Background: an optimization exercise with open tools, aiming at small area, a short achievable clock period and few clock cycles. Do not read the settings as production practice. Only simulation tests tie the RTL to the original design; equivalence was not proved. No activity file was given, so power comes from the tool's default toggle rates.

== yarrow ==
==> flow/design.v (excerpt) <==
module matriscarpici #(parameter M=8)(
    input clk,
    input rst,
    input [M-1:0] matris_veri,
    input matris_gecerli,
    output reg [2*M+1:0] carpim_veri,
    output reg carpim_gecerli
    );
    localparam [17:0] BASLA = 18'd88064;    
    reg [7:0]   a_zincir [7:0];    
    reg [4:0]   sayac;             
    reg [3:0]   b_one, b_two, b_neg;    
    reg         p_a, p_v, p_k0, p_k3, p_j1;      
    reg         c_v, c_ilk, c_k3, c_son;          
    reg         t1, t2, yukle;
    reg [17:0]  s0a, s0b, s1a, s1b;        
    reg [17:0]  r0a, r1a, r1b;
    wire al   = matris_gecerli && !sayac[4];
    wire [9:0] bb = {1'b0, matris_veri, 1'b0};
    wire [3:0] e_one, e_two, e_neg;
    genvar g;
    generate for (g = 0; g < 4; g = g + 1) begin : enc
        assign e_one[g] = bb[2*g+1] ^ bb[2*g];
        assign e_two[g] = (bb[2*g+2] & ~bb[2*g+1] & ~bb[2*g]) | (~bb[2*g+2] & bb[2*g+1] & bb[2*g]);
        assign e_neg[g] = bb[2*g+2];
    end endgenerate
    wire [7:0] geri;
    assign geri[0] = b_one[0];
    assign geri[1] = b_neg[0];
    assign geri[2] = b_one[1] ^ b_neg[0];
    assign geri[3] = b_neg[1];
    assign geri[4] = b_one[2] ^ b_neg[1];
    assign geri[5] = b_neg[2];
    assign geri[6] = b_one[3] ^ b_neg[2];
    assign geri[7] = b_neg[3];
    wire [3:0] nn = {4{p_v}} & ~b_neg;
    wire       b7 = p_v & b_neg[3];
    wire [17:0] t0a, t0b, t1a, t1b;
    matriscarpici_pp u0 (.a(a_zincir[0]), .one(b_one), .two(b_two), .neg(b_neg), .nn(nn),
                         .b7(b7), .ra(t0a), .rb(t0b));
  ...
==> flow/config.mk <==
export PLATFORM = sky130hd
export DESIGN_NAME = matriscarpici
export DESIGN_NICKNAME = matriscarpici
export VERILOG_FILES = /design/flow/design.v
export SDC_FILE = /design/flow/constraint.sdc
export NUM_CORES = 4
export LEC_CHECK = 0
export CAP_MARGIN = 20
export CORE_MARGIN = 2
export CORE_UTILIZATION = 40
export PLACE_DENSITY = 0.6
export SLEW_MARGIN = 20
==> flow/constraint.sdc <==
create_clock -name core_clock -period 9.0 [get_ports {clk}]
set_input_delay 1.8000 -clock core_clock [delete_from_list [all_inputs] [get_ports {clk}]]
set_output_delay 1.8000 -clock core_clock [all_outputs]
set_load 0.01 [all_outputs]
run.sh (not shown) runs the stock make flow with config.mk's settings and CLKGATE_MAP_FILE= SYNTH_SCRIPT=/design/flow/synth_recipe.tcl, a recipe that flattens the netlist after the stock synthesis.
Testbench counts of yarrow, summed over its fixed seeds: cycles 10,248.
The inputs of ember differ from those of yarrow as listed below.
- PLACE_DENSITY now 0.7, was 0.6
- CTS_CLUSTER_SIZE now 24, previously not set
- CTS_CLUSTER_DIAMETER now 150, previously not set
- CORE_UTILIZATION now 55, was 40
==> flow/flow/run.sh (new file) <==
#!/bin/bash
set -euo pipefail
bash standard.sh SETUP_SLACK_MARGIN=6.3 "BUFFER_PORTS_ARGS=-buffer_cell sky130_fd_sc_hd__buf_4" finish > standard.log 2>&1
==> flow/standard.sh (new file) <==
#!/bin/bash
# synth_recipe.tcl (not shown) runs the flow's synth.tcl, then flattens the netlist and writes it again
# the make line also repeats each setting of config.mk as NAME=value (left out here)
make -C /OpenROAD-flow-scripts/flow DESIGN_CONFIG=/design/flow/config.mk WORK_HOME=/design/flow/orfs CLKGATE_MAP_FILE= SYNTH_SCRIPT=/design/flow/synth_recipe.tcl "${@:-finish}"
removed: flow/run.sh
Findings:
- ember ends up with higher setup slack at placement than yarrow does.
- From yarrow to ember, multi-input gate count did not move at all.
- ember against yarrow: power fell by about 6%; maximum clock frequency rose by about 12%; clock distribution power fell by about 36%; post-layout utilization of the core rose by 17 points; number of flip-flops and latches stayed essentially flat.
- Looking at slowest library cell on the worst path, the sky130_fd_sc_hd__clkdlybuf4s50_1 result is from yarrow; the sky130_fd_sc_hd__edfxtp_1 one comes from ember.
> inputs changed (ember -> sierra)
- CORE_UTILIZATION changed from 55 to 40
- PLACE_DENSITY changed from 0.7 to 0.6
- CTS_CLUSTER_SIZE changed from 24 to 30
==> flow/flow/run.sh <==
#!/bin/bash
set -euo pipefail
bash standard.sh SETUP_SLACK_MARGIN=6.15 "BUFFER_PORTS_ARGS=-buffer_cell sky130_fd_sc_hd__buf_4" finish > standard.log 2>&1
Looking at last element of the critical path, the carpim_veri[12] result is from ember; the carpim_veri[2] one comes from sierra. From sierra to ember, number of maximum-capacitance violations did not move at all. Core utilization: sierra vs ember down 18 points. sierra: final critical delay including setup and external delays is 0.059 ns lower than what ember reported. Summary: via count, sierra better than ember. The detailed route wirelength on metal3 of sierra falls short of that of ember by 21%. Relative to ember, the global-route wire length before repair measured on sierra has decreased slightly. Count of plain and timing-repair buffers in the layout is lower on sierra. When sierra is set beside ember, its power share of the clock group turns out to be 0.8 points smaller.
The following lists how harbor was set up differently from sierra:
- CTS_CLUSTER_SIZE removed (was 30)
- CTS_CLUSTER_DIAMETER removed (was 150)
==> flow/flow/run.sh <==
#!/bin/bash
set -euo pipefail
bash standard.sh SETUP_SLACK_MARGIN=6.0 "BUFFER_PORTS_ARGS=-buffer_cell sky130_fd_sc_hd__buf_4" finish > standard.log 2>&1
--- outcome ---
- Diff sierra -> harbor | post-route minimum period | increase of 0.061 ns
- Relative to sierra, total setup buffers inserted after CTS has gone down in harbor.
- [compare] base=sierra new=harbor: net count of the finished layout -0.95%; required time of the worst setup path comparable; maximum clock frequency decreased 2.1%.
- harbor ends up with a fraction of area in registers that is 1.0 points lower than in sierra.
> inputs changed (harbor -> fjord)
- an added CTS_CLUSTER_SIZE of 30
- an added CTS_CLUSTER_DIAMETER of 150
==> flow/flow/run.sh <==
#!/bin/bash
set -euo pipefail
bash standard.sh SETUP_SLACK_MARGIN=6.0 "BUFFER_PORTS_ARGS=-buffer_cell sky130_fd_sc_hd__buf_4" \
  "CTS_ARGS=-sink_clustering_enable -repair_clock_nets -sink_clustering_size 30 -sink_clustering_max_diameter 150 -num_static_layers 0 -sink_clustering_levels 1 -balance_levels" \
  finish > standard.log 2>&1
### Flow results
fjord closes out successfully: all stages finished, all timing, DRC and antenna checks passed.
Comparing harbor against fjord, there is no change at all in distinct cell type count of the synthesized netlist.
Compared fjord against harbor; total setup buffers inserted after CTS within noise.
The lower portion of the layout cell area used by clock cells of fjord and harbor is in fjord.

==> port drivers added, routing unchanged <==
No port has a modelled driver above. Below, the same layouts with a new extraction and two added sets of constraints.
Step 1, drivers: a clkbuf_16 drives clk and a buf_2 each remaining input, both assumed.
Step 2 also shifts input and output timing later by t, the mid clock arrival at the registers, as if the neighbouring blocks saw the same clock.
Slacks: ideal ports / drivers / drivers and shift; pairs: ideal ports / drivers.
run	t, ns	slack for setup (ns)	latest minus earliest clock arrival (ns)
yarrow	0.556	5.727 / 5.681 / 5.888	0.017 / 0.016
ember	0.508	6.068 / 6.024 / 6.305	0.029 / 0.028
sierra	0.516	6.127 / 6.082 / 6.183	0.034 / 0.033
harbor	0.567	6.066 / 6.019 / 6.101	0.012 / 0.012
fjord	0.517	6.079 / 6.034 / 6.103	0.034 / 0.034
After both steps setup and hold are still met in every run listed.
